This design comes from an exercise in tuning for small area on the open sky130 flow, not from production work.
Function was checked by simulation only, so behaviour that the tests miss may differ from the original.
No activity file was given, so power comes from the tool's default toggle rates.

==> design.v <==
module LFSR25000(
    input Clock,
    input Reset,
    output reg Out
);
    reg [8:0] counter;
    always @(posedge Clock or negedge Reset) begin
        if (Reset == 0) begin
            Out <= 0;
            counter <= 9'd0;
        end else begin
            if (counter == 9'd249) begin
                Out <= 1;
                counter <= 9'd0;
            end else begin
                Out <= 0;
                counter <= counter + 1'b1;
            end
        end
    end
endmodule
module KeyPadScanner(
input Reset,
input Clock, 
input [3:0] RowIn, 
output [3:0] ColOut, 
output reg LFSRReset, 
input LFSRFlg, 
output reg [3:0] RowColVector, 
output reg KeyRdy, 
input KeyRd
);
parameter Scan=2'b00, Calculate=2'b01, Analyize=2'b10, WaitForRead=2'b11;
reg [1:0] State;
reg [2:0] Counter;
reg [15:0] Data;
reg [3:0] Col;
reg [3:0] Sum;
reg ZeroChecker;
reg waitbit;
assign ColOut = Col;
always @(posedge Clock, negedge Reset) begin
	if (Reset == 0) begin
		State <= Scan;
		Col <= 4'b0111;
		LFSRReset <= 0;
		KeyRdy <= 0;
		RowColVector <= 4'b1101;
		Counter <= 0;
		Data <= 16'hFFFF;
		Sum <= 0;
		ZeroChecker <= 0;
		waitbit <= 0;
	end
	else begin
		case(State)
			Scan: begin
				if(LFSRFlg == 1) begin
					case(Col)
						4'b0111: begin 
							if(waitbit == 1) begin
								Data[15:12] <= RowIn;
								Col <= 4'b1011;
								waitbit <= 0;
							end
							else waitbit <= 1;
						end
						4'b1011: begin
							if(waitbit == 1) begin
								Data[11:8] <= RowIn;
								Col <= 4'b1101;
								waitbit <= 0;
							end
							else waitbit <= 1;
						end
						4'b1101: begin
							if(waitbit == 1) begin
								Data[7:4] <= RowIn;
								Col <= 4'b1110;
								waitbit <= 0;
							end
							else waitbit <= 1;
						end
						4'b1110: begin
							if(waitbit == 1) begin
								Data[3:0] <= RowIn;
								Col <= 4'b0111;
								State <= Calculate;	
								waitbit <= 0;
							end
							else waitbit <= 1;
						end
						default: begin
							Col <= 4'b1110;
							Counter <= 0;
						end
					endcase
					LFSRReset <= 0;
				end
				else begin
					LFSRReset <= 1;
				end
			end
			Calculate: begin
				Sum <= ~Data[0] + ~Data[1] + ~Data[2] + ~Data[3]
					 + ~Data[4] + ~Data[5] + ~Data[6] + ~Data[7]
					 + ~Data[8] + ~Data[9] + ~Data[10] + ~Data[11]
					 + ~Data[12] + ~Data[13] + ~Data[14] + ~Data[15]; 
				State <= Analyize;
			end
			Analyize: begin
				if (ZeroChecker== 1'b1) begin
					if(Sum == 4'b0001) begin
						Counter <= Counter + 1'b1;
						if(Counter == 3'b100) begin
							case(Data)
								16'hFFFE : RowColVector <= 4'b0000; 
								16'hFFFD : RowColVector <= 4'b0100; 
								16'hFFFB : RowColVector <= 4'b1000; 
								16'hFFF7 : RowColVector <= 4'b1100; 
								16'hFFEF : RowColVector <= 4'b0001; 
								16'hFFDF : RowColVector <= 4'b0101; 
								16'hFFBF : RowColVector <= 4'b1001; 
								16'hFF7F : RowColVector <= 4'b1101; 
								16'hFEFF : RowColVector <= 4'b0010; 
								16'hFDFF : RowColVector <= 4'b0110; 
								16'hFBFF : RowColVector <= 4'b1010; 
								16'hF7FF : RowColVector <= 4'b1110; 
								16'hEFFF : RowColVector <= 4'b0011; 
								16'hDFFF : RowColVector <= 4'b0111; 
								16'hBFFF : RowColVector <= 4'b1011; 
								16'h7FFF : RowColVector <= 4'b1111; 
								default  : RowColVector <= 4'b0000; 
							endcase
							KeyRdy <= 1;
							State <= WaitForRead;
							Counter <= 0;
							ZeroChecker <= 0;
						end
					end
					else if (Sum == 4'b0000) begin 
						Counter <= 0;
						State <= Scan;
					end
					else begin 
						ZeroChecker <= 1'b0; 
						Counter <= 0; 
						State <= Scan;
					end
				end
				else if (Sum == 4'b0000) begin
					ZeroChecker <= 1'b1;
					State <= Scan;
				end
				else State <= Scan;
			end
			WaitForRead: begin
				if(KeyRd == 1) begin
					KeyRdy <= 0;
					LFSRReset <= 0;
					State <= Scan;
				end
			end 
			default: begin 
				State <= Scan;
				Col <= 4'b1110;
				LFSRReset <= 0;
				KeyRdy <= 1;
				RowColVector <= 4'b1111;
				Counter <= 0;
				Data <= 16'hFFFF;
				Sum <= 0;
			end
		endcase
	end
end
endmodule
module PulseCounter(
input Reset,
input Clock,
input In, 
output [3:0] Out
);
reg [3:0] Counter;
reg toggle;
always @(posedge Clock, negedge Reset) begin
	if ( Reset == 0 ) 
		Counter <= 4'b0000;
	else begin
		if ((In==1) & (toggle==0)) begin
			Counter <= Counter + 1'b1;
			toggle <= 1;
	    end
		else if (In==0) begin
			toggle <= 0;
		end
	end
end
assign Out = Counter;
endmodule
module KeyPadDecoder(
input [3:0] In, 
output reg [3:0] Out
);
always @(In) begin
	case (In)
		4'b0000: Out = 4'h1;
		4'b0001: Out = 4'h2;
		4'b0010: Out = 4'h3;
		4'b0011: Out = 4'hA;
		4'b0100: Out = 4'h4;
		4'b0101: Out = 4'h5;
		4'b0110: Out = 4'h6;
		4'b0111: Out = 4'hB;
		4'b1000: Out = 4'h7;
		4'b1001: Out = 4'h8;
		4'b1010: Out = 4'h9;
		4'b1011: Out = 4'hC;
		4'b1100: Out = 4'hF;
		4'b1101: Out = 4'h0;
		4'b1110: Out = 4'hE;
		4'b1111: Out = 4'hD;
     default: Out = 4'h1;
	endcase
end
endmodule
module KeyPadInterpreter(
    input  Clock, 
    input  ResetButton,
    input  KeyRead, 			
    input  [3:0] RowDataIn,
    output KeyReady,			
    output [3:0] DataOut,
    output [3:0] ColDataOut,
    output [3:0] PressCount
);
    wire [3:0] KeyCode;
    wire LFSRRst;
    wire LFSRFlg;
    LFSR25000       LFSR     (Clock, LFSRRst, LFSRFlg);
    KeyPadScanner   Scanner  (ResetButton, Clock, RowDataIn, ColDataOut, LFSRRst, LFSRFlg, KeyCode, KeyReady, KeyRead);
    PulseCounter    Count    (ResetButton, Clock, KeyReady, PressCount);
    KeyPadDecoder   Decoder  (KeyCode, DataOut);
endmodule
module mod_lecturaTeclado (
    input        Clock,
    input        Reset_n,
    input  [3:0] KeyData,
    input        KeyReady,
    output reg   KeyRead,
    output reg [9:0] Num1_value,
    output reg [9:0] Num2_value,
    output reg        Num1_done,
    output reg        Num2_done,
    output reg        Sum_ready,
    output reg [3:0] disp_hundreds,
    output reg [3:0] disp_tens,
    output reg [3:0] disp_units,
    output reg [1:0] active_field
);
    localparam S_IDLE=3'd0, S_INPUT1=3'd1, S_INPUT2=3'd2, S_DONE=3'd3;
    reg [2:0] state;
    reg [3:0] n1_d2,n1_d1,n1_d0,n2_d2,n2_d1,n2_d0;
    reg keyready_q;
    wire keyready_rise = (KeyReady && !keyready_q);
    always @(posedge Clock or negedge Reset_n) begin
        if (!Reset_n) begin
            state<=S_IDLE; keyready_q<=0; KeyRead<=0;
            n1_d2<=0; n1_d1<=0; n1_d0<=0; n2_d2<=0; n2_d1<=0; n2_d0<=0;
            Num1_value<=0; Num2_value<=0;
            Num1_done<=0; Num2_done<=0; Sum_ready<=0;
            disp_hundreds<=0; disp_tens<=0; disp_units<=0;
            active_field<=0;
        end else begin
            keyready_q<=KeyReady;
            KeyRead<=0;
            case(state)
                S_IDLE: begin
                    Num1_done<=0; Num2_done<=0; Sum_ready<=0;
                    n1_d2<=0; n1_d1<=0; n1_d0<=0;
                    n2_d2<=0; n2_d1<=0; n2_d0<=0;
                    active_field<=2'd1;
                    state<=S_INPUT1;
                end
                S_INPUT1: if (keyready_rise) begin
                    if (KeyData<=4'h9) begin
                        n1_d2<=n1_d1; n1_d1<=n1_d0; n1_d0<=KeyData;
                        disp_hundreds<=n1_d1; disp_tens<=n1_d0; disp_units<=KeyData;
                        KeyRead<=1;
                    end else if (KeyData==4'hF) begin
                        Num1_done<=1; Num1_value<=(n1_d2*100)+(n1_d1*10)+n1_d0;
                        KeyRead<=1; active_field<=2'd2; state<=S_INPUT2;
                    end else KeyRead<=1;
                end
                S_INPUT2: if (keyready_rise) begin
                    if (KeyData<=4'h9) begin
                        n2_d2<=n2_d1; n2_d1<=n2_d0; n2_d0<=KeyData;
                        disp_hundreds<=n2_d1; disp_tens<=n2_d0; disp_units<=KeyData;
                        KeyRead<=1;
                    end else if (KeyData==4'hE) begin
                        Num2_done<=1; Num2_value<=(n2_d2*100)+(n2_d1*10)+n2_d0;
                        KeyRead<=1; active_field<=2'd3; state<=S_DONE;
                    end else KeyRead<=1;
                end
                S_DONE: Sum_ready<=(Num1_done & Num2_done);
            endcase
        end
    end
endmodule
module keypad_entry (
    input        clk,
    input        rst_n,
    input  [3:0] row,
    output [3:0] col,
    output       key_ready,
    output [3:0] key_data,
    output [3:0] press_count,
    output       key_read,
    output [9:0] num1,
    output [9:0] num2,
    output       num1_done,
    output       num2_done,
    output       sum_ready,
    output [3:0] disp_hundreds,
    output [3:0] disp_tens,
    output [3:0] disp_units,
    output [1:0] active_field
);
    KeyPadInterpreter u_keypad (
        .Clock(clk),
        .ResetButton(rst_n),
        .KeyRead(key_read),
        .RowDataIn(row),
        .KeyReady(key_ready),
        .DataOut(key_data),
        .ColDataOut(col),
        .PressCount(press_count)
    );
    mod_lecturaTeclado u_lectura (
        .Clock(clk),
        .Reset_n(rst_n),
        .KeyData(key_data),
        .KeyReady(key_ready),
        .KeyRead(key_read),
        .Num1_value(num1),
        .Num2_value(num2),
        .Num1_done(num1_done),
        .Num2_done(num2_done),
        .Sum_ready(sum_ready),
        .disp_hundreds(disp_hundreds),
        .disp_tens(disp_tens),
        .disp_units(disp_units),
        .active_field(active_field)
    );
endmodule
==> run.sh <==
#!/bin/bash
# synth_recipe.tcl (not shown) runs the flow's synth.tcl, then flattens the netlist and writes it again
# the make line also repeats each setting of config.mk as NAME=value (left out here)
make -C /OpenROAD-flow-scripts/flow DESIGN_CONFIG=/design/flow/config.mk WORK_HOME=/design/flow/orfs CLKGATE_MAP_FILE= SYNTH_SCRIPT=/design/flow/synth_recipe.tcl finish
==> config.mk <==
export PLATFORM = sky130hd
export DESIGN_NAME = keypad_entry
export DESIGN_NICKNAME = keypad_entry
export VERILOG_FILES = /design/flow/design.v
export SDC_FILE = /design/flow/constraint.sdc
export NUM_CORES = 4
export LEC_CHECK = 0
export CAP_MARGIN = 20
export CORE_MARGIN = 2
export CORE_UTILIZATION = 40
export SLEW_MARGIN = 20
==> constraint.sdc <==
create_clock -name core_clock -period 10.0 [get_ports {clk}]
set_input_delay 2.0000 -clock core_clock [delete_from_list [all_inputs] [get_ports {clk}]]
set_output_delay 2.0000 -clock core_clock [all_outputs]
set_load 0.01 [all_outputs]
==> impl_metrics.yaml <==
outcome:
  status: "no timing/DRC/antenna violations"
layout:
  fillers: 1655
  final-seq-area_um2: 2910
  syn_to_final_growth_pct: 18.1
  diodes: 0
  nets: 858
  final_core_util: 0.480
  drive_above_1_share: 0.126
  multi_input_area_um2: 3940
timing:
  worstMarginPinSlew_ns: 0.980
  holdWs_ns: 0.185
  hold_viol: 0
  slew_headroom: 0.346
  slew_violations: 0
  rsz0062_at_grt: "false"
  fin_skew_ns: 0.00785
  max_freq_mhz: 218
  post-route-period-util: 0.459
  period_needed_ns: 4.59
  setup_tns_ns: 0
  finalSetupViolations: 0
power:
  ir_drop_mv: 0.114
  p_per_area_nw_per_um2: 135
  p_leak_nw: 4.06
worst_setup_path:
  path_common_cell: "inv_1"
  cp_slowest_stage_delay_ns: 0.58
  cp_data_required_time_ns: 8.00
  r2r_cells: 12
  slowest_stage: "clkdlybuf4s50_1"
  end_kind: "primary output"
  crit_type: "flop to primary output"
  critPathArrivalTime_ns: 2.59
  crit_chain: "inv_1, ha_1, nand2b_1, a31o_2, inv_1, clkdlybuf4s50_1"
  start_kind: "flop"
  crit_path_max_fanout: 6
clocking:
  post_cts_resized: 0
  ctsHoldBuffers: 0
  cts_setup_buffers: 0
  cts_max_path_buffers: 2
  h-tree-depth: 4
  root_buffer: "clkbuf_16"
  clock_latency_ns: 0.42
  cts_tree: "yes"
  clock_sink_count: 115
  cts_buffers: 17
  clk_pin_slew_ns: 0.05
synthesis:
  synth.cell_area_um2: 7280
  synth_cell_types: 61
  avgSynthCellArea_um2: 10.2
  yosysSeqAreaShare: 0.400
  yosys_warnings: 5
  synth_cells: 713
  synth_flop_cell: "dfrtp_1"
  async_flop_share: 0.991
  synth-edff-count: 1
  synth_seq_cells: 115
  syn_nets: 808
worst_hold_path:
  holdCritPathClass: "flop to async pin"
global_route:
  grt_max_degree: 61
  antenna_found_initial: 0
  grt_usage: 0.164
  grt-ovfl-total: 0
  grt_first_pass_wirelength_mm: 26.1
  first_global_vias: 5351
drt:
  drt_iter0_markers: 291
  via_count: 5255
  routedWlPerCell_um: 14.9
  wirelength_mm: 15.0
  viasPerCell: 5.23
  drtAntennaViolNets: 0
  drc_errors: 0
  drtPass1Iterations: 5
placement:
  gp_congestion: 0.863
  io_buffers: 56
  dp_hpwl_mm: 11.1
floorplanning:
  fp.dieArea_um2: 19300
  die_y_um: 139
  start_util: 0.407
  die_w_um: 139
  rows: 49
  io_pins: 57
  core_um2: 17900
job:
  maxCapViolations: 0
## cells by family (layout without fill, tap and decap cells)
| kind of cell | after synthesis | after routing | synth area share |
|---|---|---|---|
| and+or+nand+nor | 199 | 199 | 0.135 |
| buffers and inverters | 103 | 166 | 0.0591 |
| muxes | 55 | 55 | 0.0847 |
| adders and majority gates | 89 | 89 | 0.174 |
| AOI/OAI and AO/OA | 118 | 118 | 0.107 |
| DFF | 115 | 115 | 0.400 |
| xor gates and xnor gates | 34 | 34 | 0.0409 |
## metal layers
layer | global-route usage | vias up | share of wire
li1 | - | 2550 | -
met1 | 0.208 | 2583 | 0.45
met2 | 0.281 | 99 | 0.50
met3 | 0.0359 | 23 | 0.035
met4 | 0.0537 | 0 | 0.020
met5 | 0 | - | 0
## synth_stat cells, types with 20 or more instances
cell | n | area, um^2
a21oi_1 | 29 | 145
dfrtp_1 | 92 | 2300
dfstp_2 | 22 | 578
fa_1 | 20 | 400
ha_1 | 69 | 863
inv_1 | 75 | 282
mux2_2 | 32 | 360
nand2_1 | 67 | 251
nand3_1 | 35 | 175
nor2_1 | 34 | 128
o21ai_0 | 35 | 175
xnor2_1 | 21 | 184
## final timing paths
| kind | endpoint | slack, ns | from |
|---|---|---|---|
| max | key_data[0] | 5.41 | u_keypad.Scanner.RowColVector[0] |
| min | u_keypad.LFSR.counter[7] | 0.19 | u_keypad.Scanner.LFSRReset |
| max reg2reg | u_keypad.Scanner.Sum[3] | 6.27 | u_keypad.Scanner.Data[14] |
| min reg2reg | u_keypad.LFSR.counter[7] | 0.19 | u_keypad.Scanner.LFSRReset |
| max in group asynchronous | u_lectura.n2_d0[3] | 7.17 | rst_n |
| min in group core_clock | u_keypad.Count.Counter[3] | 0.47 | u_keypad.Count.Counter[3] |
## critical path, delay by kind of cell (launching register included)
kind	cells	cell delay, ns
adder cells (fa/ha/maj)	1	0.31
buffers and inverters	3	0.84
flip-flops	1	0.57
AO/OA/AOI/OAI	1	0.29
AND/OR/NAND/NOR	1	0.17
## registers in the layout, summed over array words and instances, names as in the netlist, 2 cells and up
| name | cells |
|---|---|
| u_keypad.Scanner.Counter | 3 |
| u_keypad.Scanner.State | 2 |
| u_lectura.disp_hundreds | 4 |
| u_lectura.Num2_value | 10 |
| u_lectura.n1_d0 | 4 |
| u_lectura.n2_d2 | 4 |
| u_keypad.LFSR.counter | 9 |
| u_lectura.Num1_value | 10 |
| u_keypad.Scanner.Col | 4 |
| u_keypad.Scanner.Sum | 4 |
| u_keypad.Scanner.RowColVector | 4 |
| u_keypad.Count.Counter | 4 |
| u_keypad.Scanner.Data | 16 |
| u_lectura.disp_tens | 4 |
| u_lectura.n1_d1 | 4 |
| u_lectura.n2_d0 | 4 |
| u_lectura.n1_d2 | 4 |
| u_lectura.state | 2 |
| u_lectura.n2_d1 | 4 |
| u_lectura.disp_units | 4 |
## report_power, final
part	total [mW]	switching (mW)	internal, mW
Sequential	0.476	0.00438	0.471
Combinational	0.0698	0.0403	0.0295
Clock	0.613	0.207	0.406
Total	1.16	0.252	0.907
## per-stage QoR
stage	area (um^2)	worst slack (ns)	instances	power, mW
global placement	8000	5.89	973	0.548
global route	8600	5.30	1005	1.21
detailed placement	8000	5.82	973	0.552
CTS	8600	5.37	1005	1.17
finish	8600	5.41	1005	1.16
floorplan	7280	6.45	713	0.528
## placed cells by master, fill, tap and decap left out, types with 6 or more instances in the layout
cell,instances
xnor2_1,21
o31ai_1,9
dfstp_2,22
clkbuf_16,17
fa_1,20
mux2_1,9
inv_1,75
nand3_1,35
nand2_1,67
nor3_1,12
ha_1,69
xor2_1,13
clkbuf_8,6
o221ai_1,6
dfrtp_1,92
mux2_2,32
nor2_1,34
nand4_1,6
nor2b_1,11
mux2i_1,11
a21oi_1,29
o21ai_0,35
nand2b_1,11
a31oi_1,6
clkdlybuf4s50_1,55
## cell type report
class | instances | area share
flip-flops and latches | 115 | 0.339
repair buffers | 59 | 0.0675
well taps | 229 | 0.0333
multi-input cells | 495 | 0.458
clock buffers | 28 | 0.0613
clock inverters | 4 | 0.00815
inverters | 75 | 0.0327

## separate check: timing with driven ports
The flow's constraints put no driver on any port. The routed layout listed below was extracted and timed again, unchanged, in two steps.
Step 1 (the two cells are an assumption about what drives the block):
set clk [get_ports {clk}]
set_driving_cell -lib_cell sky130_fd_sc_hd__clkbuf_16 $clk
set_driving_cell -lib_cell sky130_fd_sc_hd__buf_2 [delete_from_list [all_inputs] $clk]
Step 2, shift: input delay + t, output delay - t, t = (earliest + latest rising clock arrival at the registers) / 2. This alone moves slack from input paths to output paths.
Slacks: ideal / step 1 / step 2; pairs: ideal / step 1.
t, ns: 0.450
setup WS [ns]: 5.411 / 5.372 / 5.822
worst data-port slew with drivers (ns): 0.03
After both steps setup and hold are still met in this run. For this run, drivers alone change the setup slack by -0.039 ns; drivers and shift together by +0.411 ns.
